What follows belongs to an exercise in optimizing a design on an open flow for small area; a production flow would make more cautious choices.
Function was checked by simulation only, so behaviour that the tests miss may differ from the original.
No run shown here takes its clock network from TritonCTS; it comes from the design's own scripts or RTL.
No driver is modelled on the clock port, so clock power and skew are understated where the tree is cut down; a real chip needs a root buffer or a tree.
Power and IR drop assume default switching activity.

## flow/run.sh

```bash
#!/bin/bash
# The standard layout with two changes:
#  - synthesis maps the logic with an area-oriented ABC script (flow/my_synth.tcl,
#    flow/area.abc); the flip-flops are mapped as in the standard synthesis;
#  - after placement, flow/tree.tcl builds a two-level inverter clock tree over
#    clusters of flip-flops (flow/cluster.py) in place of ORFS's CTS.
# Each tool's output goes to its own log file here; ORFS's per-step logs stay in orfs/logs.
set -euo pipefail
export FLOW_WORK=$PWD
export FLOW_ABC_SCRIPT=$PWD/flow/area.abc
export BUFFER_PORTS_ARGS="-buffer_cell sky130_fd_sc_hd__buf_1"
SYN="SYNTH_SCRIPT=$PWD/flow/my_synth.tcl"
R=orfs/results/sky130hd/signalProcess/base
bash standard.sh "$SYN" place > flow_place.log 2>&1
ODB=$R/3_place.odb OUT=flops.txt openroad -no_init -exit flow/dump.tcl > dump.log 2>&1
python3 flow/cluster.py flops.txt 23 sky130_fd_sc_hd__inv_8 sky130_fd_sc_hd__inv_12 2 > plan.txt 2> cluster.log
ODB=$R/3_place.odb SDC=$R/3_place.sdc PLAN=plan.txt OUTODB=$R/4_1_cts.odb OUTSDC=$R/4_cts.sdc \
  openroad -no_init -exit flow/tree.tcl > tree.log 2>&1
bash standard.sh "$SYN" finish > flow_finish.log 2>&1
```

## flow/area.abc

```
strash
dch -f
amap
```

## flow/cluster.py

```python
import sys, math, random
# usage: cluster.py flops.txt K leafmaster rootmaster nroot > plan.txt
fl=[l.split() for l in open(sys.argv[1]) if not l.startswith('DIE')]
die=[l.split() for l in open(sys.argv[1]) if l.startswith('DIE')][0]
K=int(sys.argv[2]); leafm=sys.argv[3]; rootm=sys.argv[4]; nroot=int(sys.argv[5]) if len(sys.argv)>5 else 1
pts=[(int(f[2]),int(f[3]),f[0]) for f in fl]
N=len(pts); cap=math.ceil(N/K)
random.seed(1)
# k-means++ init
cent=[pts[random.randrange(N)][:2]]
while len(cent)<K:
    d=[min((p[0]-c[0])**2+(p[1]-c[1])**2 for c in cent) for p in pts]
    s=sum(d); r=random.random()*s; a=0
    for i,x in enumerate(d):
        a+=x
        if a>=r: cent.append(pts[i][:2]); break
for it in range(60):
    # capacitated assignment: greedy by distance
    pairs=sorted(((abs(p[0]-c[0])+abs(p[1]-c[1]),i,j) for i,p in enumerate(pts) for j,c in enumerate(cent)))
    asg=[-1]*N; cnt=[0]*K
    for d,i,j in pairs:
        if asg[i]<0 and cnt[j]<cap:
            asg[i]=j; cnt[j]+=1
    new=[]
    for j in range(K):
        m=[pts[i] for i in range(N) if asg[i]==j]
        new.append((sorted(p[0] for p in m)[len(m)//2], sorted(p[1] for p in m)[len(m)//2]) if m else cent[j])
    if new==cent: break
    cent=new
# roots: split leaves into nroot groups by angle around center
# roots: k-means of the leaves into nroot groups
rc=[cent[int(i*K/nroot)] for i in range(nroot)]
for it in range(50):
    ra=[min(range(nroot),key=lambda r:abs(c[0]-rc[r][0])+abs(c[1]-rc[r][1])) for c in cent]
    rc=[(int(sum(c[0] for c,a in zip(cent,ra) if a==r)/max(1,ra.count(r))),int(sum(c[1] for c,a in zip(cent,ra) if a==r)/max(1,ra.count(r)))) for r in range(nroot)]
for r in range(nroot):
    print(f"ROOT root{r} {rc[r][0]} {rc[r][1]} {rootm}")
for j,c in enumerate(cent):
    print(f"LEAF leaf{j} {c[0]} {c[1]} {leafm} root{ra[j]}")
for i,p in enumerate(pts):
    print(f"SINK leaf{asg[i]} {p[2]}")
import collections
rad=collections.defaultdict(int)
for i,p in enumerate(pts):
    c=cent[asg[i]]; rad[asg[i]]=max(rad[asg[i]],abs(p[0]-c[0])+abs(p[1]-c[1]))
print("# max cluster radius um", max(rad.values())/1000, "cap", cap, file=sys.stderr)
```

## flow/dump.tcl

```tcl
set P $::env(FLOW_HOME)/platforms/sky130hd
read_lef $P/lef/sky130_fd_sc_hd.tlef
read_lef $P/lef/sky130_fd_sc_hd_merged.lef
read_db $::env(ODB)
set block [ord::get_db_block]
set f [open $::env(OUT) w]
set die [$block getDieArea]
puts $f "DIE [$die xMin] [$die yMin] [$die xMax] [$die yMax]"
foreach it [[$block findNet clk] getITerms] {
  set inst [$it getInst]
  set bb [$inst getBBox]
  puts $f "[$inst getName] [$it getMTerm] [expr {([$bb xMin]+[$bb xMax])/2}] [expr {([$bb yMin]+[$bb yMax])/2}] [[$inst getMaster] getName]"
}
close $f
```

## flow/my_synth.tcl

```tcl
# The standard flow's synthesis script (synth_recipe.tcl, in the work folder), with ABC's
# technology mapping run by flow/area.abc (an area-oriented mapping) in place of
# ORFS's speed script. Flip-flops are mapped before ABC runs, so they are the same.
proc abc {args} {
  set i [lsearch -exact $args -script]
  if {$i >= 0} { lset args [expr {$i + 1}] $::env(FLOW_ABC_SCRIPT) }
  puts "abc with script $::env(FLOW_ABC_SCRIPT)"
  yosys abc {*}$args
}
source $::env(FLOW_WORK)/synth_recipe.tcl
```

## flow/tree.tcl

```tcl
# Clock tree in place of ORFS's CTS step: two root inverters on clk, each driving
# leaf inverters placed at the centres of flip-flop clusters (plan from cluster.py),
# so every flip-flop sees clk through two inversions. Writes 4_1_cts.odb and 4_cts.sdc.
set P $::env(FLOW_HOME)/platforms/sky130hd
read_lef $P/lef/sky130_fd_sc_hd.tlef
read_lef $P/lef/sky130_fd_sc_hd_merged.lef
read_liberty $P/lib/sky130_fd_sc_hd__tt_025C_1v80.lib
read_db $::env(ODB)
read_sdc $::env(SDC)
source $P/setRC.tcl
set db [ord::get_db]
set block [ord::get_db_block]
set clknet [$block findNet clk]
set f [open $::env(PLAN)]
while {[gets $f line] >= 0} {
  if {[string index $line 0] eq "#"} continue
  set w [split $line " "]
  switch [lindex $w 0] {
    ROOT - LEAF {
      lassign $w kind name x y m parent
      set inst [odb::dbInst_create $block [$db findMaster $m] $name]
      $inst setLocation $x $y
      $inst setPlacementStatus PLACED
      if {$kind eq "ROOT"} { [$inst findITerm A] connect $clknet } else { [$inst findITerm A] connect $nets($parent) }
      set n [odb::dbNet_create $block "clknet_${name}"]
      $n setSigType CLOCK
      [$inst findITerm Y] connect $n
      set nets($name) $n
    }
    SINK {
      lassign $w _ leaf iname
      set it [[$block findInst $iname] findITerm CLK]
      $it disconnect
      $it connect $nets($leaf)
    }
  }
}
close $f
detailed_placement
check_placement -verbose
set_propagated_clock [all_clocks]
estimate_parasitics -placement
report_clock_skew
report_check_types -max_slew -max_capacitance -violators
report_worst_slack -min
report_worst_slack -max
write_db $::env(OUTODB)
write_sdc -no_timestamp $::env(OUTSDC)
```

## standard.sh

```bash
#!/bin/bash
# synth_recipe.tcl (not shown) runs the flow's synth.tcl, then flattens the netlist and writes it again
# the make line also repeats each setting of config.mk as NAME=value (left out here)
make -C /OpenROAD-flow-scripts/flow DESIGN_CONFIG=/design/flow/config.mk WORK_HOME=/design/flow/orfs CLKGATE_MAP_FILE= SYNTH_SCRIPT=/design/flow/synth_recipe.tcl "${@:-finish}"
```

## config.mk

```make
export PLATFORM = sky130hd
export DESIGN_NAME = signalProcess
export DESIGN_NICKNAME = signalProcess
export VERILOG_FILES = /design/flow/design.v
export SDC_FILE = /design/flow/constraint.sdc
export NUM_CORES = 4
export LEC_CHECK = 0
export CAP_MARGIN = 20
export CORE_MARGIN = 2
export CORE_UTILIZATION = 60
export SLEW_MARGIN = 20
```

## constraint.sdc

```tcl
create_clock -name core_clock -period 10.0 [get_ports {clk}]
set_input_delay 2.0000 -clock core_clock [delete_from_list [all_inputs] [get_ports {clk}]]
set_output_delay 2.0000 -clock core_clock [all_outputs]
set_load 0.01 [all_outputs]
```

## design.v

```verilog
module signalProcess(clk, rst, SCK, MOSI, MISO, SSEL);
input clk;
input rst;
input SCK, SSEL, MOSI;
output MISO;
reg [2:0] sck_r;
reg [1:0] ssel_r;
reg [1:0] mosi_r;
always @(posedge clk) begin
  sck_r  <= {sck_r[1:0], SCK};
  ssel_r <= {ssel_r[0], SSEL};
  mosi_r <= {mosi_r[0], MOSI};
end
wire act  = ~ssel_r[1];
wire mosi = mosi_r[1];
wire rise = act & sck_r[1] & ~sck_r[2];
reg [2:0] bitcnt;
always @(posedge clk)
  if (rst | ~act)
    bitcnt <= 3'd1;
  else if (rise)
    bitcnt <= {bitcnt[1:0], bitcnt[2] ^ bitcnt[1] ^ (bitcnt[1:0] == 2'd0)};
wire last = rise & (bitcnt == 3'd0);    
reg rd;           
reg wpend;        
reg ld;           
reg [5:0] ptr;    
reg [5:0] d;      
reg [7:0] sr;     
reg [7:0] bf;
reg [511:0] ring;   
wire d_low = (d[4:0] == 5'd0);
wire hit  = d_low & ~d[5];         
wire ins  = hit & wpend;
wire step = rd ? last : ins;     
wire p_low = (ptr[4:0] == 5'd0);
wire [5:0] ptr_n = step ? {ptr[4:0], ptr[5] ^ ptr[4] ^ p_low} : ptr;   
wire recv = last & ~rd;
wire recv_last = recv & (ptr_n == 6'd0);    
always @(posedge clk) begin
  ring <= {ring[503:0], ins ? bf : ring[511:504]};
  if (!step)
    d <= {d[4:0], d[5] ^ d[4] ^ d_low};    
  if (recv)
    bf <= {sr[6:0], mosi};
  else if (hit)
    bf <= ring[503:496];
  if (ld)
    sr <= bf;
  else if (recv_last)
    sr <= 8'h00;                        
  else if (rise)
    sr <= {sr[6:0], mosi & ~rd};
end
always @(posedge clk)
  if (rst) begin
    rd    <= 1'b0;
    wpend <= 1'b0;
    ld    <= 1'b0;
    ptr   <= 6'd1;
  end else begin
    ptr <= ptr_n;
    if (recv_last)
      rd <= 1'b1;
    wpend <= recv | (wpend & ~hit);
    ld    <= last & rd;
  end
assign MISO = sr[7];   
endmodule
```

==> results of run 1 <==
## final timing paths
check / endpoint / slack (ns) / cells after the start
max: sr[4] / 5.55 / 9
min: ring[99] / 0.31 / 0
max reg2reg: sr[4] / 5.55 / 9
min reg2reg: ring[99] / 0.31 / 0
## layer usage
layer	global-route usage (%)	wire length, µm	up-vias
li1	-	-	2086
met1	17.7	6180	1920
met2	16.1	4530	47
met3	1.85	473	25
met4	3.04	311	0
met5	0	0	-
## placed cells by master (no fill, tap or decap)
master / synthesis / layout
o22ai_1: 5 / 5
nand3_1: 3 / 3
a22oi_1: 1 / 1
nor3b_1: 1 / 1
buf_1: 0 / 5
inv_8: 0 / 23
clkinv_1: 7 / 7
nor2_1: 17 / 17
edfxtp_1: 22 / 22
nor4b_1: 1 / 1
or2_0: 2 / 2
dfxtp_1: 531 / 531
a211oi_1: 1 / 1
o22a_1: 17 / 17
o21ai_0: 5 / 5
nand2_1: 8 / 8
inv_12: 0 / 2
a21oi_1: 2 / 2
nor4_1: 2 / 2
a32o_1: 8 / 8
## power by group through the flow
stage / Clock [mW] / Sequential, mW / Combinational, mW
after floorplan: 0 / 2.30 / 0.0112
after global placement: 0 / 2.30 / 0.0148
after detailed placement: 0 / 2.30 / 0.0156
after global routing: 0.852 / 2.26 / 0.0174
final: 0.735 / 2.25 / 0.0151
## cell type report
class	count	area (µm²)	area share, %
flip-flops and latches	553	11300	90.9
repair buffers	5	18.8	0.151
well taps	265	332	2.67
inverters	32	318	2.56
multi-input cells	73	460	3.71
## through the flow
stage               area, µm²  hold slack (ns)
floorplan               11800            0.310
global placement        12100            0.312
detailed placement      12100            0.312
global route            12400            0.317
finish                  12400            0.309
## registers in the layout, summed over array words and instances, names as in the netlist
signal	cells
sck_r	3
ptr	6
d	6
bf	8
ring	512
wpend	1
mosi_r	2
ld	1
rd	1
bitcnt	3
ssel_r	2
sr	8
## logic make-up (layout without fill, tap and decap cells)
family / after synthesis / after routing / synth area share, %
AND/OR/NAND/NOR: 34 / 34 / 1.27
flip-flops: 553 / 553 / 95.9
buffers and inverters: 7 / 37 / 0.223
AO/OA/AOI/OAI: 39 / 39 / 2.63
==> reports/summary.txt, run 1 <==
status -> timing/DRC/antenna clean
Worst Setup End Kind -> flip-flop
Clock Skew -> 0.0217 ns
GP Congestion -> 0.724
vias per cell -> 4.39
clock share of power -> 24.5%
synthesized area -> 0.0118 mm²
Reg power frac -> 75.0%
Slew Viols, Final -> 0
Slew HR -> 44.8%
detailed-placement wirelength estimate -> 5930 µm
RR Startpoint -> d[3]
cells after synthesis -> 633
Tcrit/Tclk final -> 44.5%
total of max-cap violations -> 0
Post-synth top flop -> dfxtp_1
Die Span X -> 144 µm
crit-path max cell delay -> 0.75 ns
DR DRC count -> 0
Worst Max-Slew Pin Slew -> 0.826 ns
GR Overflow Total -> 0
CP delay by family, top -> compound AO/OA/AOI/OAI gates
area share of the largest cell type after synthesis -> 90.3%
crit path time final -> 4.45 ns
Post-Place Setup Slack -> 5.52 ns
Placement Rows -> 51
# IOs -> 6
layout cells sized above 1 -> 3.77%
slowest cell on the critical path -> o21ai_0
RSZ-0062 raised after global routing -> no
FF+latch count, synth -> 553
routed len/inst -> 12.4 µm
Final nets -> 670
most frequent cells after synthesis -> dfxtp_1, edfxtp_1, nor2_1, o22a_1
Combinational Power Share -> 0.5%
Initial Utilization -> 60.9%
Port Buffer Count -> 5
number of flops mapped to enable cells by yosys -> 22
final setup TNS -> 0 ns
P_leak -> 4.79 nW
Fill cells -> 1,427
die footprint -> 0.0208 mm²
post-route ant nets -> 0
NetSw -> 664 µW
global-route wire length before repair -> 19,100 µm
hold crit path type -> reg -> reg
antenna violations before repair -> 0
largest cells by area after synthesis -> dfxtp_1, edfxtp_1, o22a_1
f_max -> 0.225 GHz
Vias -> 4,078
final count of negative-setup-slack endpoints -> 0
pwr/cell area -> 242 mW/mm²
Setup WS post-layout -> 5.55 ns
Core ar. -> 0.0193 mm²
total wire length -> 11,500 µm
Util after Layout -> 64.2%
HP Start -> ring[91]
largest net degree at the start of global routing -> 26
asr flop ratio synth -> 0%
arrival time worst endpoint -> 4.44 ns
most numerous cell in the Yosys netlist -> dfxtp_1
worst path required time -> 9.99 ns
Ant. Diodes -> 0
Worst-path clk slew -> 0.11 ns
Synth area leader -> dfxtp_1
startpoint types -> flip-flop
Iteration-0 DRC Markers -> 154
Synthesized Nets -> 638
crit path from -> d[3]
Mean Syn Cell Area -> 18.6 µm²
Netlist cell types -> 17
Skew-Pair Late Insertion Delay -> 0.23 ns
chip height -> 144 µm
Tot GR Track Use -> 11.2%
Setup CP Type -> reg -> reg
vias in the first global route -> 3,877
placed cell count -> 903
Tot Pwr -> 3.00 mW
layout overhead on the synthesized area -> 5.45%
yosys warns -> 1
Int Pwr -> 2.34 mW
VDD IR max -> 0.181 mV
post-route non-filler standard cell count -> 928
DRT Pass-1 Iters -> 4
crit-path cells -> nor4_1 > nand3_1 > o21ai_0 > clkinv_1 > o22ai_1 > nand3_1 > nor4b_1 > clkinv_1 > a32o_1
sw frac -> 22.1%
CP Max Fanout -> 12
post-synthesis sequential area ratio -> 95.9%
Final Hold Vio Count -> 0
Bufs and invs on worst path -> 2
==> inputs of run 2 (changes only) <==
==> design.v (replaced) <==
module signalProcess(clk, rst, SCK, MOSI, MISO, SSEL);
input clk;
input rst;
input SCK, SSEL, MOSI;
output MISO;
reg [2:0] sck_r;
reg [1:0] ssel_r;
reg [1:0] mosi_r;
always @(posedge clk) begin
  sck_r  <= {sck_r[1:0], SCK};
  ssel_r <= {ssel_r[0], SSEL};
  mosi_r <= {mosi_r[0], MOSI};
end
wire act  = ~ssel_r[1];
wire mosi = mosi_r[1];
wire rise = act & sck_r[1] & ~sck_r[2];
reg rd;           
reg z;            
reg wpend;        
reg [5:0] ptr;    
reg [5:0] d;      
reg [7:0] sr;     
reg [7:0] bf;
reg [495:0] ring;   
reg [2:0] bitcnt;
always @(posedge clk)
  if (rst | (~act & ~rd))
    bitcnt <= 3'd1;
  else if (rise)
    bitcnt <= {bitcnt[1:0], bitcnt[2] ^ bitcnt[1] ^ (bitcnt[1:0] == 2'd0)};
wire last = rise & (bitcnt == 3'd0);    
wire [7:0] sr_sh = {sr[6:0], rd ? sr[7] : mosi};
wire hit   = (d == 6'd0);
wire rswap = hit & wpend;                
wire sswap = last & ~z;                  
wire start = last & ~rd & (ptr == 6'd0);   
always @(posedge clk) begin
  ring <= {ring[487:0], rswap ? bf : ring[495:488]};
  if (sswap)
    bf <= sr_sh;
  else if (rswap)
    bf <= ring[495:488];
  if (sswap)
    sr <= bf;
  else if (rise)
    sr <= sr_sh;
end
always @(posedge clk)
  if (rst) begin
    rd    <= 1'b0;
    z     <= 1'b0;
    wpend <= 1'b0;
    ptr   <= 6'd1;
    d     <= 6'd0;
  end else begin
    if (last & ~rd)
      ptr <= {ptr[4:0], ptr[5] ^ ptr[4] ^ (ptr[4:0] == 5'd0)};
    if (start)
      rd <= 1'b1;
    z     <= start | (z & ~last);
    wpend <= sswap | (wpend & ~hit);
    if (!rswap)
      d <= {d[4:0], ~(d[5] ^ d[1] ^ d[0])};    
  end
assign MISO = sr[7] & ~z;   
endmodule
==> run 2 against run 1 <==
  * Sequential share of layout area is 0.46 points lower
  * Worst hold slack worse by 0.021 ns
  * Highest routed layer unchanged
  * Design area is 2.9% lower
  * Register-to-register slack better by 0.08 ns
  * Setup slack better by 0.080 ns
  * Critical path depth stayed put
  * Sequential cell count is 16 lower
  * Sequential power is 4% lower
==> reports/summary.txt, run 2 <==
status -> timing/DRC/antenna clean
Synth area leader -> dfxtp_1
RSZ-0062 raised after global routing -> no
Tot GR Track Use -> 11.5% (+0.33 points)
P_leak -> 4.66 nW (-2.7%)
Final nets -> 664 (-0.90%)
Reg2Reg Capture Point -> bf[3]
Netlist cell types -> 23 (+6)
Skew-Pair Late Insertion Delay -> 0.25 ns (+0.02 ns)
largest net degree at the start of global routing -> 25 (-3.8%)
Largest regs -> ring: 496 flops, bf: 8 flops, sr: 8 flops
DR DRC count -> 0 (unchanged)
post-synthesis sequential area ratio -> 95.2% (-0.65 points)
Worst-path clk slew -> 0.11 ns (about the same)
Iteration-0 DRC Markers -> 204 (+32%)
GR Overflow Total -> 0 (unchanged)
yosys warns -> 1 (unchanged)
Mean Syn Cell Area -> 18.3 µm² (-1.6%)
slowest cell on the critical path -> nor2_1
Reg power frac -> 74.5% (-0.5 points)
crit-path max cell delay -> 0.83 ns (+0.08 ns)
sw frac -> 22.3% (+0.16 points)
cells after synthesis -> 626 (-1.1%)
Worst R2R Path Depth -> 9 (unchanged)
antenna violations before repair -> 0 (unchanged)
RR Startpoint -> ssel_r[1]
Worst Setup End Kind -> flip-flop
f_max -> 0.229 GHz (+1.8%)
Ant. Diodes -> 0 (unchanged)
Core ar. -> 0.0187 mm² (-3.3%)
final setup TNS -> 0 ns (unchanged)
layout cells sized above 1 -> 3.81% (+0.040 points)
CP dominant cell by count -> clkinv_1
hold endpoint -> ring[181]
Tcrit/Tclk final -> 43.7% (-0.80 points)
worst path required time -> 9.88 ns (-0.11 ns)
startpoint types -> flip-flop
asr flop ratio synth -> 0% (unchanged)
routed len/inst -> 12.8 µm (+3.5%)
GP Congestion -> 0.787 (+8.7%)
Post-synth top flop -> dfxtp_1
Die Span X -> 142 µm (-1.3%)
crit-path cells -> clkinv_1 > nand2_1 > nor2_1 > clkinv_1 > or2_0 > or3_1 > nor2_1 > clkinv_1 > nand2_1
Clock Skew -> 0.0468 ns (+0.0251 ns)
Synthesized Nets -> 632 (-0.94%)
Reg2Reg Setup Slack -> 5.63 ns (+0.08 ns)
VDD IR max -> 0.165 mV (-8.7%)
layout overhead on the synthesized area -> 5.26%
Int Pwr -> 2.26 mW (-3.6%)
max FFs per register -> 496 (-3.1%)
CP Max Fanout -> 18 (+6)
vias in the first global route -> 3,961 (+2.2%)
Setup CP Type -> reg -> reg
post-route ant nets -> 0 (unchanged)
total of max-cap violations -> 0 (unchanged)
Util after Layout -> 64.5% (+0.25 points)
Vias -> 4,050 (-0.69%)
Slew Viols, Final -> 0 (unchanged)
global-route wire length before repair -> 19,300 µm (+1.0%)
DRT Pass-1 Iters -> 4 (unchanged)
Fill cells -> 1,375 (-3.6%)
hold crit path type -> reg -> reg
flip-flop and latch area -> 0.0109 mm² (-3.4%)
hold depth -> 0 (unchanged)
Slew HR -> 27.4% (-17 points)
FF+latch count, synth -> 537 (-2.9%)
Worst Max-Slew Pin Slew -> 1.09 ns (+0.259 ns)
# IOs -> 6 (unchanged)
most frequent cells in the layout -> dfxtp_1, o22a_1, inv_8
total wire length -> 11,400 µm (-0.72%)
multi-input logic area -> 488 µm² (+6.0%)
vias per cell -> 4.55 (+3.6%)
HP Start -> ring[173]
clock share of power -> 25.1% (+0.6 points)
die footprint -> 0.0202 mm² (-2.6%)
arrival time worst endpoint -> 4.24 ns (-0.20 ns)
commonest non-fill, non-tap cell in the layout -> dfxtp_1
detailed-placement wirelength estimate -> 6070 µm (+2.3%)
most frequent cells after synthesis -> dfxtp_1, o22a_1, nor2_1
Top reg by flops -> ring
Combinational Power Share -> 0.3% (-0.2 points)
Final Hold Vio Count -> 0 (unchanged)
Placement Rows -> 50 (-2.0%)
final count of negative-setup-slack endpoints -> 0 (unchanged)
largest cells by area after synthesis -> dfxtp_1, edfxtp_1, o22a_1
most numerous cell in the Yosys netlist -> dfxtp_1
crit path time final -> 4.37 ns (-0.0797 ns)
Initial Utilization -> 61.3% (+0.34 points)
Port Buffer Count -> 5 (unchanged)
pwr/cell area -> 241 mW/mm² (-0.50%)
number of flops mapped to enable cells by yosys -> 16 (-27%)
synthesized area -> 0.0115 mm² (-2.7%)
area share of the largest cell type after synthesis -> 91.0% (+0.77 points)
chip height -> 142 µm (-1.3%)
NetSw -> 646 µW (-2.7%)
## run 2: changes by cell type after synthesis, moves of 4 or more
cell	change
edfxtp_1	-6
a32o_1	-8
clkinv_1	+9
o22ai_1	-5
nand2_1	-5
dfxtp_1	-10
o22a_1	+7
a21oi_1	+4
## run 2: metal layers
layer / up-vias / GRT usage (%) / wire (µm)
met3: 30 / 1.95 / 474
met5: - / 0 / 0
met2: 44 / 17.1 / 4510
li1: 2045 / - / -
met4: 0 / 3.53 / 349
met1: 1931 / 17.5 / 6080
## run 2: worst max path at each step
stage,from,endpoint,slack (ns),cells after the start
3_5_place_dp,sck_r[1],bf[2],5.70,8
5_1_grt,ssel_r[1],bf[3],5.24,9
3_3_place_gp,ssel_r[1],bf[3],6.05,9
6_report,ssel_r[1],bf[3],5.63,9
2_1_floorplan,ssel_r[1],bf[0],6.52,9
## run 2: logic make-up after synthesis
kind of cell | Yosys count | synth area share, %
adders and majority gates | 1 | 0.109
xor gates and xnor gates | 1 | 0.0764
AOI/OAI and AO/OA | 41 | 2.87
buffers and inverters | 16 | 0.524
and+or+nand+nor | 30 | 1.20
DFF | 537 | 95.2
## run 2: area by class of cell
class,instances,share of cell area (%)
sequential,537,90.5
inverter,41,2.91
multi-input combinational,73,4.05
timing repair buffer,5,0.156
tap,234,2.43
## run 2: stage by stage
step                      hold WS [ns]  cells  worst slack, ns  area [µm²]  power (mW)
after global routing             0.291    890             5.24       12100        3.02
after detailed placement         0.312    865             5.70       11800        2.22
after floorplan                  0.310    626             6.52       11500        2.22
final                            0.288    890             5.63       12100        2.90
after global placement           0.311    865             6.05       11800        2.22
## run 2: power groups by stage
stage               Clock, mW  Sequential (mW)  Combinational, mW
floorplan                   0             2.21            0.00663
global placement            0             2.21            0.00854
detailed placement          0             2.21            0.00944
global route            0.844             2.17             0.0106
finish                  0.730             2.16            0.00944
## run 2: worst max-delay path, delay by kind of cell, from the launching register on
kind,cells,cell delay [ns]
and+or+nand+nor,6,2.61
buffers and inverters,3,1.09
DFF,1,0.31
==> inputs of run 3 (changes only) <==
==> flow/run.sh (replaced) <==
#!/bin/bash
# The standard layout with two changes:
#  - synthesis maps the logic with an area-oriented ABC script (flow/my_synth.tcl,
#    flow/area.abc); the flip-flops are mapped as in the standard synthesis;
#  - after placement, flow/tree.tcl builds a two-level inverter clock tree over
#    clusters of flip-flops (flow/cluster.py) in place of ORFS's CTS. Several cluster
#    counts are tried on the placed design; the smallest tree whose worst clock-pin
#    slew (placement estimate) is at most SLEW_PS is built.
# Each tool's output goes to its own log file here; ORFS's per-step logs stay in orfs/logs.
set -euo pipefail
export FLOW_WORK=$PWD
export FLOW_ABC_SCRIPT=$PWD/flow/area.abc
export BUFFER_PORTS_ARGS="-buffer_cell sky130_fd_sc_hd__buf_1"
SYN="SYNTH_SCRIPT=$PWD/flow/my_synth.tcl"
SLEW_PS=118
R=orfs/results/sky130hd/signalProcess/base
bash standard.sh "$SYN" place > flow_place.log 2>&1
ODB=$R/3_place.odb OUT=flops.txt openroad -no_init -exit flow/dump.tcl > dump.log 2>&1
mkdir -p trees
cands=()
for p in med box; do
  for k in 20 21 22 23 24 26; do
    cands+=("bisect $k sky130_fd_sc_hd__inv_8 sky130_fd_sc_hd__inv_12 2 $p")
  done
done
i=0
for c in "${cands[@]}"; do
  (
    python3 flow/cluster.py flops.txt $c > trees/plan$i.txt 2> trees/cluster$i.log
    ODB=$R/3_place.odb SDC=$R/3_place.sdc PLAN=trees/plan$i.txt \
      openroad -no_init -exit flow/tree.tcl > trees/tree$i.log 2>&1
  ) &
  i=$((i + 1))
  if (( i % 4 == 0 )); then wait; fi
done
wait
best=$(for j in $(seq 0 $((i - 1))); do
  awk -v j=$j -v lim=$SLEW_PS '/^TREE area/ { if ($5 <= lim) print $3, j }' trees/tree$j.log
done | sort -n | head -1 | cut -d' ' -f2)
best=${best:-5}   # none within SLEW_PS: the most leaves
echo "chosen plan $best: $(cat trees/cluster$best.log) $(grep '^TREE' trees/tree$best.log)" > tree_choice.log
ODB=$R/3_place.odb SDC=$R/3_place.sdc PLAN=trees/plan$best.txt OUTODB=$R/4_1_cts.odb OUTSDC=$R/4_cts.sdc \
  openroad -no_init -exit flow/tree.tcl > tree.log 2>&1
bash standard.sh "$SYN" finish > flow_finish.log 2>&1
==> flow/cluster.py (replaced) <==
"""Clock tree plan: flip-flops split into K clusters, a leaf inverter at each
cluster's median point, the leaves split into nroot groups each driven by a root
inverter on clk.

usage: cluster.py flops.txt METHOD K LEAF_MASTER ROOT_MASTER NROOT [PLACE] > plan.txt
METHOD is bisect (recursive bisection into near-equal clusters) or kmeans
(k-means with clusters capped at ceil(N/K) flip-flops). PLACE puts each leaf at
its cluster's median point (med, the default) or bounding-box centre (box).
"""
import math
import random
import sys

lines = [l.split() for l in open(sys.argv[1])]
method, K = sys.argv[2], int(sys.argv[3])
leafm, rootm, nroot = sys.argv[4], sys.argv[5], int(sys.argv[6])
place = sys.argv[7] if len(sys.argv) > 7 else "med"
pts = [(int(f[2]), int(f[3]), f[0]) for f in lines if f[0] != "DIE"]
N = len(pts)


def med(p):
    return (sorted(q[0] for q in p)[len(p) // 2], sorted(q[1] for q in p)[len(p) // 2])


def bisect(p, k):
    if k == 1:
        return [p]
    xs = [q[0] for q in p]
    ys = [q[1] for q in p]
    ax = 0 if max(xs) - min(xs) >= max(ys) - min(ys) else 1
    p = sorted(p, key=lambda q: (q[ax], q[1 - ax]))
    k1 = k // 2
    n1 = round(len(p) * k1 / k)
    return bisect(p[:n1], k1) + bisect(p[n1:], k - k1)


def kmeans(p, k):
    cap = math.ceil(len(p) / k)
    random.seed(1)
    cent = [p[random.randrange(len(p))][:2]]
    while len(cent) < k:
        d = [min((q[0] - c[0]) ** 2 + (q[1] - c[1]) ** 2 for c in cent) for q in p]
        r = random.random() * sum(d)
        a = 0
        for i, x in enumerate(d):
            a += x
            if a >= r:
                cent.append(p[i][:2])
                break
    for _ in range(60):
        pairs = sorted((abs(q[0] - c[0]) + abs(q[1] - c[1]), i, j)
                       for i, q in enumerate(p) for j, c in enumerate(cent))
        asg = [-1] * len(p)
        cnt = [0] * k
        for _, i, j in pairs:
            if asg[i] < 0 and cnt[j] < cap:
                asg[i] = j
                cnt[j] += 1
        cl = [[p[i] for i in range(len(p)) if asg[i] == j] for j in range(k)]
        new = [med(c) if c else cent[j] for j, c in enumerate(cl)]
        if new == cent:
            break
        cent = new
    return [c for c in cl if c]


cl = bisect(pts, K) if method == "bisect" else kmeans(pts, K)


def box(p):
    return ((min(q[0] for q in p) + max(q[0] for q in p)) // 2,
            (min(q[1] for q in p) + max(q[1] for q in p)) // 2)


cent = [box(c) if place == "box" else med(c) for c in cl]
groups = bisect([(c[0], c[1], j) for j, c in enumerate(cent)], nroot)
parent = {}
for r, g in enumerate(groups):
    x, y = med(g)
    print(f"ROOT root{r} {x} {y} {rootm}")
    for q in g:
        parent[q[2]] = r
for j, c in enumerate(cent):
    print(f"LEAF leaf{j} {c[0]} {c[1]} {leafm} root{parent[j]}")
for j, c in enumerate(cl):
    for q in c:
        print(f"SINK leaf{j} {q[2]}")
rad = max(max(abs(q[0] - cent[j][0]) + abs(q[1] - cent[j][1]) for q in c) for j, c in enumerate(cl))
print(f"# {method} {place} K={len(cl)} sizes {min(map(len, cl))}-{max(map(len, cl))} max radius {rad / 1000} um",
      file=sys.stderr)
--- a/flow/tree.tcl
+++ b/flow/tree.tcl
@@ -1,5 +1,7 @@
-# Clock tree in place of ORFS's CTS step: two root inverters on clk, each driving
+# Clock tree in place of ORFS's CTS step: root inverters on clk, each driving
 # leaf inverters placed at the centres of flip-flop clusters (plan from cluster.py),
-# so every flip-flop sees clk through two inversions. Writes 4_1_cts.odb and 4_cts.sdc.
+# so every flip-flop sees clk through two inversions. Reports the tree's cell area
+# and the worst flip-flop clock-pin slew (placement parasitics); with OUTODB and
+# OUTSDC set, writes 4_1_cts.odb and 4_cts.sdc.
 set P $::env(FLOW_HOME)/platforms/sky130hd
 read_lef $P/lef/sky130_fd_sc_hd.tlef
@@ -12,4 +14,13 @@
 set block [ord::get_db_block]
 set clknet [$block findNet clk]
+proc core_area {block} {
+  set a 0
+  foreach inst [$block getInsts] {
+    set m [$inst getMaster]
+    if {[$m getType] eq "CORE"} { set a [expr {$a + [$m getWidth] * [$m getHeight]}] }
+  }
+  return $a
+}
+set area0 [core_area $block]
 set f [open $::env(PLAN)]
 while {[gets $f line] >= 0} {
@@ -41,8 +52,18 @@
 set_propagated_clock [all_clocks]
 estimate_parasitics -placement
+set worst 0
+foreach pin [get_pins -hierarchical */CLK] {
+  foreach e {rise fall} {
+    foreach a {min max} { set worst [expr {max($worst, [get_property $pin slew_${a}_$e])}] }
+  }
+}
+set dbu [$block getDbUnitsPerMicron]
+puts "TREE area [expr {([core_area $block] - $area0) / double($dbu * $dbu)}] slew_ps [expr {$worst * 1000}]"
 report_clock_skew
 report_check_types -max_slew -max_capacitance -violators
 report_worst_slack -min
 report_worst_slack -max
-write_db $::env(OUTODB)
-write_sdc -no_timestamp $::env(OUTSDC)
+if {[info exists ::env(OUTODB)]} {
+  write_db $::env(OUTODB)
+  write_sdc -no_timestamp $::env(OUTSDC)
+}
--- a/config.mk
+++ b/config.mk
@@ -8,4 +8,4 @@
 export CAP_MARGIN = 20
 export CORE_MARGIN = 2
-export CORE_UTILIZATION = 60
+export CORE_UTILIZATION = 70
 export SLEW_MARGIN = 20
==> run 3 against run 2 <==
  * First-iteration DRC count is 18% lower
  * Wire length is 1.1% higher
  * Critical path depth stayed put
  * Worst hold slack better by 0.036 ns
  * Clock power is 2% lower
  * Area after synthesis stayed put
  * Global-route usage is 2.0 points higher
  * Utilization is 11 points higher
  * Sequential cell count stayed put
  * Register-to-register slack better by 0.51 ns
  * Setup slack better by 0.51 ns
==> reports/summary.txt, run 3 <==
post-route ant nets -> 0 (unchanged)
Largest regs -> ring: 496 flops, bf: 8 flops, sr: 8 flops
Die Span X -> 132 µm (-7.2%)
worst hold slack -> 0.324 ns (+0.0358 ns)
FF+latch count, synth -> 537 (unchanged)
CP Max Fanout -> 18 (unchanged)
asr flop ratio synth -> 0% (unchanged)
Final Hold Vio Count -> 0 (unchanged)
vias in the first global route -> 4,035 (+1.9%)
Fill cells -> 915 (-33%)
chip height -> 132 µm (-7.2%)
P_leak -> 4.66 nW (about the same)
Clock Skew -> 0.0145 ns (-0.0324 ns)
Tcrit/Tclk final -> 38.6% (-5.1 points)
Slew HR -> 51.3% (+24 points)
GR Overflow Total -> 0 (unchanged)
hold crit path type -> reg -> reg
largest net degree at the start of global routing -> 25 (unchanged)
Worst-path clk slew -> 0.10 ns (about the same)
Mean Syn Cell Area -> 18.3 µm² (unchanged)
Placement Rows -> 46 (-8.0%)
Initial Utilization -> 71.9% (+11 points)
Synthesized Nets -> 632 (unchanged)
post-route non-filler standard cell count -> 872 (-2.0%)
Synth area leader -> dfxtp_1
multi-input logic area -> 490 µm² (+0.51%)
DRT Pass-1 Iters -> 4 (unchanged)
crit path from -> ssel_r[1]
VDD IR max -> 0.167 mV (+1.2%)
Post-Place Setup Slack -> 5.77 ns (+0.0665 ns)
Netlist cell types -> 23 (unchanged)
# IOs -> 6 (unchanged)
arrival time worst endpoint -> 3.75 ns (-0.49 ns)
final count of negative-setup-slack endpoints -> 0 (unchanged)
yosys warns -> 1 (unchanged)
most frequent cells after synthesis -> dfxtp_1, o22a_1, nor2_1
Worst Setup End Kind -> flip-flop
max FFs per register -> 496 (unchanged)
Core ar. -> 0.0159 mm² (-15%)
Iteration-0 DRC Markers -> 167 (-18%)
routed len/inst -> 13.2 µm (+3.2%)
Post-synth top flop -> dfxtp_1
vias per cell -> 4.59 (+0.83%)
f_max -> 0.259 GHz (+13%)
layout cells sized above 1 -> 3.96% (+0.15 points)
placed cell count -> 847 (-2.1%)
Tot GR Track Use -> 13.5% (+2.0 points)
final setup TNS -> 0 ns (unchanged)
area share of the largest cell type after synthesis -> 91.0% (unchanged)
Final nets -> 664 (unchanged)
GP Congestion -> 0.790 (+0.33%)
most frequent cells in the layout -> dfxtp_1, o22a_1, inv_8
DR DRC count -> 0 (unchanged)
Skew-Pair Late Insertion Delay -> 0.22 ns (-0.03 ns)
Vias -> 4,001 (-1.2%)
largest cells by area after synthesis -> dfxtp_1, edfxtp_1, o22a_1
flip-flop and latch area -> 0.0109 mm² (unchanged)
Slew Viols, Final -> 0 (unchanged)
layout overhead on the synthesized area -> 5.09%
RR Startpoint -> ssel_r[1]
detailed-placement wirelength estimate -> 6470 µm (+6.5%)
worst path required time -> 9.90 ns (+0.02 ns)
RSZ-0062 raised after global routing -> no
Setup CP Type -> reg -> reg
post-synthesis sequential area ratio -> 95.2% (unchanged)
HP Start -> ring[450]
antenna violations before repair -> 0 (unchanged)
Setup WS post-layout -> 6.14 ns (+0.514 ns)
Ant. Diodes -> 0 (unchanged)
total of max-cap violations -> 0 (unchanged)
startpoint types -> flip-flop
status -> timing/DRC/antenna clean
most numerous cell in the Yosys netlist -> dfxtp_1
cells after synthesis -> 626 (unchanged)
number of flops mapped to enable cells by yosys -> 16 (unchanged)
pwr/cell area -> 240 mW/mm² (-0.19%)
die footprint -> 0.0174 mm² (-14%)
total wire length -> 11,500 µm (+1.1%)
Port Buffer Count -> 5 (unchanged)
Worst Max-Slew Pin Slew -> 0.727 ns (-0.358 ns)
commonest non-fill, non-tap cell in the layout -> dfxtp_1
synthesized area -> 0.0115 mm² (unchanged)
crit path time final -> 3.86 ns (-0.514 ns)
Top reg by flops -> ring
global-route wire length before repair -> 19,600 µm (+1.8%)
run 3: cell types whose count changed in the layout (fill, tap and decap cells not counted):
cell,change
nor2_1,-1
nor2_2,+1
run 3: worst paths after layout:
| check | endpoint | slack, ns | depth (start not counted) |
|---|---|---|---|
| hold / removal | ring[458] | 0.32 | 0 |
| hold reg to reg | ring[458] | 0.32 | 0 |
| setup / recovery | bf[6] | 6.14 | 9 |
| setup reg to reg | bf[6] | 6.14 | 9 |
run 3: cells by family after synthesis:
kind of cell / count (synthesis) / synth area share [%]
AOI/OAI and AO/OA: 41 / 2.87
and+or+nand+nor: 30 / 1.20
DFF: 537 / 95.2
adders and majority gates: 1 / 0.109
xor gates and xnor gates: 1 / 0.0764
buffers and inverters: 16 / 0.524
run 3: critical path: stages, from the launching register on:
cell and delay, ns:
dfxtp_1 0.32, clkinv_1 0.04, nand2_1 0.04, nor2_1 0.55, clkinv_1 0.30, or2_0 0.31
or3_1 0.38, nor2_2 0.53, clkinv_1 0.60, nand2_1 0.46
run 3: cell type report:
class	instances	area share (%)
sequential	537	90.6
multi-input combinational	73	4.07
inverter	41	2.92
tap	216	2.24
timing repair buffer	5	0.156
run 3: where the power goes:
group / switching [mW] / leakage, nW / internal [mW]
sequential: 0.00389 / 4.33 / 2.16
clock: 0.626 / 0.154 / 0.0927
combinational: 0.00593 / 0.175 / 0.00381
total: 0.636 / 4.66 / 2.26
run 3: layer usage:
| metal | up-vias | GRT usage, % | share of wire [%] |
|---|---|---|---|
| li1 | 2057 | - | - |
| met1 | 1876 | 21.1 | 53 |
| met2 | 46 | 20.1 | 41 |
| met3 | 22 | 2.42 | 4.0 |
| met4 | 0 | 3.20 | 2.0 |
| met5 | - | 0 | 0 |
run 3: through the flow:
stage | area [µm²] | total power, mW | util (%)
finish | 12000 | 2.89 | 75.5
global route | 12000 | 2.99 | 75.5
global placement | 11700 | 2.22 | 73.7
detailed placement | 11700 | 2.22 | 73.7
floorplan | 11500 | 2.22 | -
==> inputs of run 4 (changes only) <==
--- a/flow/run.sh
+++ b/flow/run.sh
@@ -2,5 +2,6 @@
 # The standard layout with two changes:
 #  - synthesis maps the logic with an area-oriented ABC script (flow/my_synth.tcl,
-#    flow/area.abc); the flip-flops are mapped as in the standard synthesis;
+#    flow/area.abc: AIG resynthesis, then area mapping); the flip-flops are mapped as
+#    in the standard synthesis;
 #  - after placement, flow/tree.tcl builds a two-level inverter clock tree over
 #    clusters of flip-flops (flow/cluster.py) in place of ORFS's CTS. Several cluster
@@ -13,5 +14,5 @@
 export BUFFER_PORTS_ARGS="-buffer_cell sky130_fd_sc_hd__buf_1"
 SYN="SYNTH_SCRIPT=$PWD/flow/my_synth.tcl"
-SLEW_PS=118
+SLEW_PS=119
 R=orfs/results/sky130hd/signalProcess/base
 bash standard.sh "$SYN" place > flow_place.log 2>&1
==> flow/area.abc (replaced) <==
strash
&get -n
&deepsyn -T 20 -S 2
&put
dch -f
amap
==> run 4 against run 3 <==
  * Wire length increased by 1.8%
  * Sequential cell count did not move
  * Clock skew down 0.0045 ns
  * First-iteration DRC count shrank 7.8%
  * Clock power fell by 1%
  * Critical path depth is 1 lower
  * Setup slack got worse by 0.059 ns
  * Critical path type unchanged
  * Highest routed layer unchanged
==> reports/summary.txt, run 4 <==
Core ar. -> 0.0159 mm² (unchanged)
Worst R2R Path Depth -> 8 (-1)
startpoint types -> flip-flop
Clock Skew -> 0.00991 ns (-0.00454 ns)
arrival time worst endpoint -> 3.79 ns (+0.04 ns)
Worst Max-Slew Pin Slew -> 0.767 ns (+0.0400 ns)
Vias -> 3,986 (-0.37%)
crit-path max cell delay -> 0.65 ns (+0.05 ns)
Compound-Gate Fraction of Synth Area -> 2.70% (-0.17 points)
Reg2Reg Capture Point -> bf[7]
worst path required time -> 9.88 ns (-0.02 ns)
Initial Utilization -> 71.8% (-0.11 points)
multi-input logic area -> 485 µm² (-1.0%)
Worst Setup End Kind -> flip-flop
most frequent cells after synthesis -> dfxtp_1, o22a_1, edfxtp_1
asr flop ratio synth -> 0% (unchanged)
mux cell area share after synthesis -> 0% (unchanged)
post-route cell area -> 0.0120 mm² (-0.20%)
simple-gate share of the synthesized area -> 1.37% (+0.17 points)
Tot GR Track Use -> 13.5% (+0.019 points)
Setup CP Type -> reg -> reg
GR Overflow Total -> 0 (unchanged)
die footprint -> 0.0174 mm² (-0.14%)
xor/xnor share of the synthesized area -> 0% (-0.076 points)
synthesized area -> 0.0114 mm² (-0.15%)
DR DRC count -> 0 (unchanged)
Netlist cell types -> 20 (-13%)
NetSw -> 631 µW (-0.75%)
GP Congestion -> 0.760 (-3.7%)
Final Hold Vio Count -> 0 (unchanged)
CP Max Fanout -> 19 (+1)
Final nets -> 662 (-0.30%)
vias in the first global route -> 3,958 (-1.9%)
Port Buffer Count -> 5 (unchanged)
cells after synthesis -> 625 (-0.16%)
layout overhead on the synthesized area -> 5.04% (about the same)
Skew-Pair Late Insertion Delay -> 0.22 ns (about the same)
f_max -> 0.255 GHz (-1.5%)
# IOs -> 6 (unchanged)
RR Startpoint -> ssel_r[1]
Combinational Power Share -> 0.3% (about the same)
largest cells by area after synthesis -> dfxtp_1, edfxtp_1, o22a_1
pwr/cell area -> 240 mW/mm² (about the same)
RSZ-0062 raised after global routing -> no
post-route ant nets -> 0 (unchanged)
Reg2Reg Setup Slack -> 6.09 ns (-0.06 ns)
P_leak -> 4.69 nW (+0.51%)
Int Pwr -> 2.25 mW (about the same)
crit path from -> ssel_r[1]
routed len/inst -> 13.5 µm (+2.1%)
flip-flop and latch area -> 0.0109 mm² (unchanged)
Post-synth top flop -> dfxtp_1
Top reg by flops -> ring
final count of negative-setup-slack endpoints -> 0 (unchanged)
Cell Area, Placed -> 0.0117 mm² (-0.11%)
most frequent cells in the layout -> dfxtp_1, o22a_1, inv_8
largest family of logic cells by synthesized area -> compound AO/OA/AOI/OAI gates
Placement Rows -> 46 (unchanged)
antenna violations before repair -> 0 (unchanged)
VDD IR max -> 0.169 mV (+1.4%)
crit-path cells -> nor3b_2 > clkinv_1 > o21ai_0 > and2_0 > nand2_1 > nor2_2 > clkinv_1 > nand2_1
Slew HR -> 48.6% (-2.7 points)
detailed-placement wirelength estimate -> 6470 µm (about the same)
Synthesized Nets -> 631 (-0.16%)
crit path capture -> bf[7]
Reg power frac -> 75.0% (+0.2 points)
commonest non-fill, non-tap cell in the layout -> dfxtp_1
FF+latch count, synth -> 537 (unchanged)
DRT Pass-1 Iters -> 4 (unchanged)
yosys warns -> 1 (unchanged)
vias per cell -> 4.58 (-0.15%)
Worst-path clk slew -> 0.11 ns (about the same)
hold crit path type -> reg -> reg
Synth area leader -> dfxtp_1
largest net degree at the start of global routing -> 26 (+4.0%)
slowest cell on the critical path -> nor3b_2
total wire length -> 11,700 µm (+1.8%)
Ant. Diodes -> 0 (unchanged)
Tcrit/Tclk final -> 39.1% (+0.59 points)
Iteration-0 DRC Markers -> 154 (-7.8%)
post-synthesis sequential area ratio -> 95.4% (+0.15 points)
number of flops mapped to enable cells by yosys -> 16 (unchanged)
Mean Syn Cell Area -> 18.3 µm² (about the same)
layout cells sized above 1 -> 3.98% (+0.012 points)
final setup TNS -> 0 ns (unchanged)
max FFs per register -> 496 (unchanged)
clock share of power -> 24.7% (-0.2 points)
most numerous cell in the Yosys netlist -> dfxtp_1
Die Span X -> 132 µm (about the same)
total of max-cap violations -> 0 (unchanged)
Slew Viols, Final -> 0 (unchanged)
status -> timing/DRC/antenna clean
Largest regs -> ring: 496 flops, bf: 8 flops, sr: 8 flops
fraction of the mapped netlist area in adder cells -> 0.109% (+0.00017 points)
chip height -> 132 µm (about the same)
Fill cells -> 916 (+0.11%)
sw frac -> 21.9% (-0.12 points)
crit path time final -> 3.91 ns (+0.0586 ns)
global-route wire length before repair -> 19,700 µm (+0.49%)
area share of the largest cell type after synthesis -> 91.2% (+0.14 points)
==> run 4: cell types whose count changed in the layout (fill, tap and decap cells not counted), sizes merged, moves of 2 or more <==
cell,delta
nor2,-6
o22ai,+6
nand2,+4
nor2b,+4
a21oi,-3
o221a,-3
clkinv,-2
nand3,+2
nor3,-2
o21ai,+2
or2,-2
==> run 4: worst max-delay path, delay by kind of cell (launching register included) <==
| family | cells | cell delay (ns) |
|---|---|---|
| compound gates | 1 | 0.25 |
| buf+inv | 2 | 0.93 |
| flops | 1 | 0.34 |
| simple gates | 5 | 2.03 |
==> run 4: cell families (layout without fill, tap and decap cells) <==
logic type	Yosys count	count (layout)
flip-flops	537	537
AO/OA/AOI/OAI	41	41
AND/OR/NAND/NOR	32	32
buffers and inverters	14	43
adder cells (fa/ha/maj)	1	1
==> run 4: metrics by stage <==
stage	hold slack (ns)	setup slack (ns)	power [mW]	util (%)	cells
after floorplan	0.310	6.25	2.22	-	625
after global placement	0.311	5.45	2.22	73.6	846
after detailed placement	0.312	5.70	2.22	73.6	846
after global routing	0.335	5.73	2.98	75.4	870
final	0.328	6.09	2.89	75.4	870
==> run 4: power by group through the flow <==
| stage | registers, mW | logic, mW | clock network, mW |
|---|---|---|---|
| global route | 2.17 | 0.00971 | 0.806 |
| floorplan | 2.21 | 0.00597 | 0 |
| detailed placement | 2.21 | 0.00862 | 0 |
| global placement | 2.21 | 0.00766 | 0 |
| finish | 2.16 | 0.00866 | 0.712 |
==> run 4: how the worst min path moves through the flow <==
| stage | start | to | slack, ns | cells after the start |
|---|---|---|---|---|
| 3_3_place_gp | ring[296] | ring[304] | 0.31 | 0 |
| 5_1_grt | ring[27] | ring[35] | 0.34 | 0 |
| 2_1_floorplan | mosi_r[0] | mosi_r[1] | 0.31 | 0 |
| 3_5_place_dp | ring[193] | ring[201] | 0.31 | 0 |
| 6_report | ring[266] | ring[274] | 0.33 | 0 |
==> run 4: area by class of cell <==
cell class / instances / share of cell area (%)
Sequential cell: 537 / 90.8
Multi-Input combinational cell: 74 / 4.04
Tap cell: 216 / 2.25
Inverter: 38 / 2.77
Timing Repair Buffer: 5 / 0.156
==> run 4: metal layers <==
layer  vias up  track usage [%]  routed length [µm]
met1      1853             21.6                6230
met2        59             20.0                4830
met5         -                0                   0
met3        23             1.88                 421
met4         0             3.08                 269
li1       2051                -                   -
==> inputs of run 5 (changes only) <==
--- a/flow/run.sh
+++ b/flow/run.sh
@@ -14,5 +14,5 @@
 export BUFFER_PORTS_ARGS="-buffer_cell sky130_fd_sc_hd__buf_1"
 SYN="SYNTH_SCRIPT=$PWD/flow/my_synth.tcl"
-SLEW_PS=119
+SLEW_PS=122
 R=orfs/results/sky130hd/signalProcess/base
 bash standard.sh "$SYN" place > flow_place.log 2>&1
==> run 5 against run 4 <==
  * Still clean on timing, DRC and antenna
  * Synthesized cell count is the same
  * Wire length grew 1.1%
  * First-iteration DRC count grew 1.3%
  * Sequential power is essentially flat
  * Critical path depth is the same
==> reports/summary.txt, run 5 <==
largest net degree at the start of global routing -> 27 (+3.8%)
post-route ant nets -> 0 (unchanged)
Largest regs -> ring: 496 flops, bf: 8 flops, sr: 8 flops
status -> timing/DRC/antenna clean
total of max-cap violations -> 0 (unchanged)
met1 WL -> 6320 µm (+1.4%)
FF+latch count, synth -> 537 (unchanged)
vias in the first global route -> 3,986 (+0.71%)
routed len/inst -> 13.7 µm (+1.3%)
arrival time worst endpoint -> 3.77 ns (-0.02 ns)
cells after synthesis -> 625 (unchanged)
chip height -> 132 µm (unchanged)
Netlist cell types -> 20 (unchanged)
largest cells by area after synthesis -> dfxtp_1, edfxtp_1, o22a_1
Reg2Reg Setup Slack -> 6.12 ns (+0.03 ns)
yosys warns -> 1 (unchanged)
f_max -> 0.258 GHz (+0.79%)
final count of negative-setup-slack endpoints -> 0 (unchanged)
GR Overflow Total -> 0 (unchanged)
crit path time final -> 3.88 ns (-0.0306 ns)
Setup CP Type -> reg -> reg
Slew Viols, Final -> 0 (unchanged)
Final nets -> 661 (-0.15%)
# IOs -> 6 (unchanged)
Tot GR Track Use -> 13.7% (+0.14 points)
asr flop ratio synth -> 0% (unchanged)
RR Startpoint -> ssel_r[1]
total wire length -> 11,900 µm (+1.1%)
Tcrit/Tclk final -> 38.8% (-0.31 points)
Mean Syn Cell Area -> 18.3 µm² (unchanged)
Vias -> 3,979 (-0.18%)
DRT Pass-1 Iters -> 4 (unchanged)
worst path required time -> 9.89 ns (about the same)
Slew HR -> 49.3% (+0.65 points)
Core ar. -> 0.0159 mm² (unchanged)
CP Max Fanout -> 19 (unchanged)
max FFs per register -> 496 (unchanged)
synthesized area -> 0.0114 mm² (unchanged)
post-route cell area -> 0.0120 mm² (about the same)
Synth area leader -> dfxtp_1
global-route wire length before repair -> 19,900 µm (+0.81%)
Iteration-0 DRC Markers -> 156 (+1.3%)
GP Congestion -> 0.760 (unchanged)
Initial Utilization -> 71.8% (unchanged)
area share of the largest cell type after synthesis -> 91.2% (unchanged)
RSZ-0062 raised after global routing -> no
VDD IR max -> 0.159 mV (-5.9%)
startpoint types -> flip-flop
Post-synth top flop -> dfxtp_1
DR DRC count -> 0 (unchanged)
Port Buffer Count -> 5 (unchanged)
most frequent cells in the layout -> dfxtp_1, o22a_1, inv_8
post-synthesis sequential area ratio -> 95.4% (unchanged)
Final Hold Vio Count -> 0 (unchanged)
Worst-path clk slew -> 0.11 ns (about the same)
detailed-placement wirelength estimate -> 6470 µm (unchanged)
most numerous cell in the Yosys netlist -> dfxtp_1
Worst R2R Path Depth -> 8 (unchanged)
antenna violations before repair -> 0 (unchanged)
number of flops mapped to enable cells by yosys -> 16 (unchanged)
hold crit path type -> reg -> reg
crit path capture -> bf[5]
WL met2 -> 4880 µm (+1.2%)
layout overhead on the synthesized area -> 4.94% (about the same)
Synthesized Nets -> 631 (unchanged)
Worst Max-Slew Pin Slew -> 0.757 ns (-0.00978 ns)
Die Span X -> 132 µm (unchanged)
die footprint -> 0.0174 mm² (unchanged)
Met3 Wirelength -> 271 µm (-36%)
most frequent cells after synthesis -> dfxtp_1, o22a_1, edfxtp_1
Worst Setup End Kind -> flip-flop
commonest non-fill, non-tap cell in the layout -> dfxtp_1
worst hold slack -> 0.325 ns (-0.00319 ns)
Placement Rows -> 46 (unchanged)
crit path from -> ssel_r[1]
Reg2Reg Capture Point -> bf[5]
Clock Skew -> 0.0185 ns (+0.00859 ns)
layout cells sized above 1 -> 3.83% (-0.15 points)
pwr/cell area -> 240 mW/mm² (about the same)
P_leak -> 4.68 nW (-0.13%)
Ant. Diodes -> 0 (unchanged)
Cell Area, Placed -> 0.0117 mm² (unchanged)
Top reg by flops -> ring
top layer in use -> met4
vias per cell -> 4.58 (about the same)
Skew-Pair Late Insertion Delay -> 0.22 ns (about the same)
final setup TNS -> 0 ns (unchanged)
==> run 5: changes by cell type in the layout (fill, tap and decap cells not counted) <==
cell / delta
inv_8: -1
==> run 5: kinds of logic after synthesis <==
kind of cell,Yosys count,synth area share (%)
adder cells (fa/ha/maj),1,0.109
flip-flops,537,95.4
buffers and inverters,14,0.459
AO/OA/AOI/OAI,41,2.70
AND/OR/NAND/NOR,32,1.37
==> run 5: stage by stage <==
| stage | std cells | total power [mW] | worst slack (ns) | util, % |
|---|---|---|---|---|
| 2_1_floorplan | 625 | 2.22 | 6.25 | - |
| 3_3_place_gp | 846 | 2.22 | 5.45 | 73.6 |
| 3_5_place_dp | 846 | 2.22 | 5.70 | 73.6 |
| 5_1_grt | 869 | 2.97 | 5.74 | 75.3 |
| 6_report | 869 | 2.88 | 6.12 | 75.3 |
==> run 5: how the worst min path moves through the flow <==
stage | cells past startpoint | slack [ns] | startpoint | to
final | 0 | 0.32 | ring[98] | ring[106]
after detailed placement | 0 | 0.31 | ring[193] | ring[201]
after floorplan | 0 | 0.31 | mosi_r[0] | mosi_r[1]
after global placement | 0 | 0.31 | ring[296] | ring[304]
after global routing | 0 | 0.33 | ring[66] | ring[74]
==> run 5: final cells by class <==
| type | count | area, µm² |
|---|---|---|
| Sequential cell | 537 | 10900 |
| Timing Repair Buffer | 5 | 18.8 |
| Fill cell | 917 | 3940 |
| Multi-Input combinational cell | 74 | 485 |
| Tap cell | 216 | 270 |
| Inverter | 37 | 322 |
==> run 5: where the power goes <==
group | total [mW] | internal [mW] | switching, mW | leakage [nW]
Sequential | 2.17 | 2.16 | 0.00430 | 4.36
Combinational | 0.00863 | 0.00346 | 0.00517 | 0.181
Clock | 0.708 | 0.0874 | 0.620 | 0.142
==> run 5: layer usage <==
layer	global-route usage, %	up-vias
li1	-	2038
met1	21.8	1856
met2	20.4	56
met3	1.11	29
met4	4.05	0
met5	0	-
==> run 5: critical path, stage by stage, from the launching register on <==
cell	delay, ns
dfxtp_1	0.34
nor3b_2	0.64
clkinv_1	0.32
o21ai_0	0.27
and2_0	0.19
nand2_1	0.11
nor2_2	0.58
clkinv_1	0.60
nand2_1	0.48
==> inputs of run 6 (changes only) <==
--- a/design.v
+++ b/design.v
@@ -37,12 +37,6 @@
 always @(posedge clk) begin
   ring <= {ring[487:0], rswap ? bf : ring[495:488]};
-  if (sswap)
-    bf <= sr_sh;
-  else if (rswap)
-    bf <= ring[495:488];
-  if (sswap)
-    sr <= bf;
-  else if (rise)
-    sr <= sr_sh;
+  bf <= ({8{sswap}} & sr_sh) | ({8{rswap & ~sswap}} & ring[495:488]) | ({8{~sswap & ~rswap}} & bf);
+  sr <= ({8{sswap}} & bf) | ({8{rise & ~sswap}} & sr_sh) | ({8{~sswap & ~rise}} & sr);
 end
 always @(posedge clk)
==> run 6 against run 5 <==
  * Cell count rose by 2.2%
  * Still clean
  * First-iteration DRC count grew 80%
  * Utilization down 0.18 points
  * Wire length fell by 2.0%
  * Sequential cell count is the same
  * Register-to-register slack better by 0.73 ns
==> reports/summary.txt, run 6 <==
worst path required time -> 10.10 ns (+0.21 ns)
status -> timing/DRC/antenna clean
total wire length -> 11,600 µm (-2.0%)
Top reg by flops -> ring
post-route non-filler standard cell count -> 888 (+2.2%)
post-route cell area -> 0.0119 mm² (-0.59%)
final count of negative-setup-slack endpoints -> 0 (unchanged)
Worst-path clk slew -> 0.11 ns (about the same)
Reg2Reg Setup Slack -> 6.84 ns (+0.73 ns)
placed cell count -> 865 (+2.2%)
Worst Setup End Kind -> flip-flop
startpoint types -> flip-flop
Worst R2R Path Depth -> 11 (+3)
Slew Viols, Final -> 0 (unchanged)
CP Max Fanout -> 20 (+1)
vias per cell -> 4.56 (-0.37%)
P_leak -> 4.67 nW (-0.17%)
layout cells sized above 1 -> 3.57% (-0.26 points)
most frequent cells after synthesis -> dfxtp_1, clkinv_1, nor2_1
largest net degree at the start of global routing -> 27 (unchanged)
Vias -> 4,051 (+1.8%)
Clock Skew -> 0.0175 ns (-0.000977 ns)
Setup CP Type -> reg -> reg
Worst Max-Slew Pin Slew -> 0.728 ns (-0.0292 ns)
hold depth -> 0 (unchanged)
synthesized area -> 0.0114 mm² (-0.58%)
worst hold slack -> 0.321 ns (-0.00350 ns)
Skew-Pair Late Insertion Delay -> 0.22 ns (about the same)
routed len/inst -> 13.1 µm (-4.1%)
global-route wire length before repair -> 19,600 µm (-1.5%)
commonest non-fill, non-tap cell in the layout -> dfxtp_1
area share of the largest cell type after synthesis -> 94.5% (+3.3 points)
post-synthesis sequential area ratio -> 94.5% (-0.85 points)
max FFs per register -> 496 (unchanged)
die footprint -> 0.0173 mm² (-0.56%)
Iteration-0 DRC Markers -> 281 (+80%)
detailed-placement wirelength estimate -> 6230 µm (-3.7%)
Placement Rows -> 46 (unchanged)
crit path time final -> 3.16 ns (-0.727 ns)
antenna violations before repair -> 0 (unchanged)
f_max -> 0.317 GHz (+23%)
Util after Layout -> 75.1% (-0.18 points)
Tot GR Track Use -> 13.4% (-0.27 points)
RSZ-0062 raised after global routing -> no
arrival time worst endpoint -> 3.26 ns (-0.51 ns)
Tcrit/Tclk final -> 31.6% (-7.3 points)
Ant. Diodes -> 0 (unchanged)
Tot Pwr -> 2.90 mW (+0.66%)
VDD IR max -> 0.181 mV (+14%)
chip height -> 131 µm (-0.28%)
most frequent cells in the layout -> dfxtp_1, clkinv_1, inv_8
total of max-cap violations -> 0 (unchanged)
Cell Area, Placed -> 0.0117 mm² (-0.61%)
Initial Utilization -> 71.6% (-0.16 points)
GR Overflow Total -> 0 (unchanged)
post-route ant nets -> 0 (unchanged)
number of flops mapped to enable cells by yosys -> 0 (-16)
asr flop ratio synth -> 0% (unchanged)
Mean Syn Cell Area -> 17.7 µm² (-3.5%)
Post-Place Setup Slack -> 6.52 ns (+0.819 ns)
cells after synthesis -> 644 (+3.0%)
FF+latch count, synth -> 537 (unchanged)
Netlist cell types -> 21 (+5.0%)
Post-synth top flop -> dfxtp_1
Final nets -> 680 (+2.9%)
vias in the first global route -> 3,940 (-1.2%)
Largest regs -> ring: 496 flops, bf: 8 flops, sr: 8 flops
Die Span X -> 131 µm (-0.28%)
Port Buffer Count -> 5 (unchanged)
Setup WS post-layout -> 6.84 ns (+0.727 ns)
Synth area leader -> dfxtp_1
yosys warns -> 1 (unchanged)
DR DRC count -> 0 (unchanged)
final setup TNS -> 0 ns (unchanged)
layout overhead on the synthesized area -> 4.93% (about the same)
pwr/cell area -> 243 mW/mm² (+1.3%)
largest cells by area after synthesis -> dfxtp_1, a222oi_1, clkinv_1
GP Congestion -> 0.774 (+1.8%)
Slew HR -> 51.4% (+2.1 points)
most numerous cell in the Yosys netlist -> dfxtp_1
# IOs -> 6 (unchanged)
hold crit path type -> reg -> reg
Synthesized Nets -> 650 (+3.0%)
Final Hold Vio Count -> 0 (unchanged)
Core ar. -> 0.0159 mm² (-0.36%)
DRT Pass-1 Iters -> 5 (+1)
-- run 6: cell types whose count changed after synthesis, moves of 3 or more --
cell / delta
dfxtp_1: +16
edfxtp_1: -16
clkinv_1: +14
o22a_1: -14
a222oi_1: +13
nor2_1: +7
nor3_1: +3
-- run 6: worst paths after layout --
path / start / to
max: ssel_r[1] / bf[2]
max reg2reg: ssel_r[1] / bf[2]
min: ring[46] / ring[54]
min reg2reg: ring[46] / ring[54]
-- run 6: critical path, stage by stage, from the launching register on --
cell	delay, ns
dfxtp_1	0.32
clkinv_1	0.05
nand2_1	0.05
nor2_1	0.17
clkinv_1	0.35
o21a_1	0.31
nor3_1	0.18
nand2_1	0.16
nor2_2	0.59
nor2_1	0.30
a222oi_1	0.44
clkinv_1	0.12
-- run 6: cell type report --
type / count / area (µm²)
sequential: 537 / 10800
fill: 984 / 3950
multi-input combinational: 79 / 522
inverter: 51 / 374
tap: 216 / 270
timing repair buffer: 5 / 18.8
-- run 6: per-layer routing --
metal / GRT usage [%] / up-vias / part of all wire (%)
met1: 22.5 / 1873 / 56
met5: 0 / - / 0
met2: 18.6 / 57 / 38
li1: - / 2097 / -
met3: 1.77 / 24 / 3.8
met4: 3.14 / 0 / 2.1
-- run 6: cells by family after synthesis --
group	count (synthesis)	share of synthesized area (%)
DFF	537	94.5
buffers and inverters	28	0.924
and+or+nand+nor	36	1.44
adders and majority gates	1	0.110
AOI/OAI and AO/OA	42	3.01
-- run 6: report_power, final --
| part | internal [mW] | switching [mW] | leakage [nW] | total, mW |
|---|---|---|---|---|
| Clock | 0.0874 | 0.618 | 0.142 | 0.706 |
| Combinational | 0.0102 | 0.0116 | 0.199 | 0.0218 |
| Sequential | 2.16 | 0.0121 | 4.33 | 2.17 |

-- port drivers added, routing unchanged --
No port has a modelled driver above. Below, the same layouts with a new extraction and two added sets of constraints. Step 1 assumes that a clkbuf_16 drives the clock port and a buf_2 every other input. Step 2, shift: input delay + t, output delay - t, t = (earliest + latest rising clock arrival at the registers) / 2. This alone moves slack from input paths to output paths. Slacks: ideal / step 1 / step 2; pairs: ideal / step 1.
run	shift t [ns]	setup slack, ns	worst data-port slew with drivers (ns)
run 1	0.312	5.551 / 5.551 / 5.551	0.03
run 2	0.317	5.631 / 5.631 / 5.631	0.03
run 3	0.312	6.145 / 6.145 / 6.145	0.03
run 4	0.317	6.086 / 6.086 / 6.086	0.03
run 5	0.312	6.117 / 6.117 / 6.117	0.03
run 6	0.307	6.844 / 6.844 / 6.844	0.03
After both steps setup and hold are still met in every run listed.
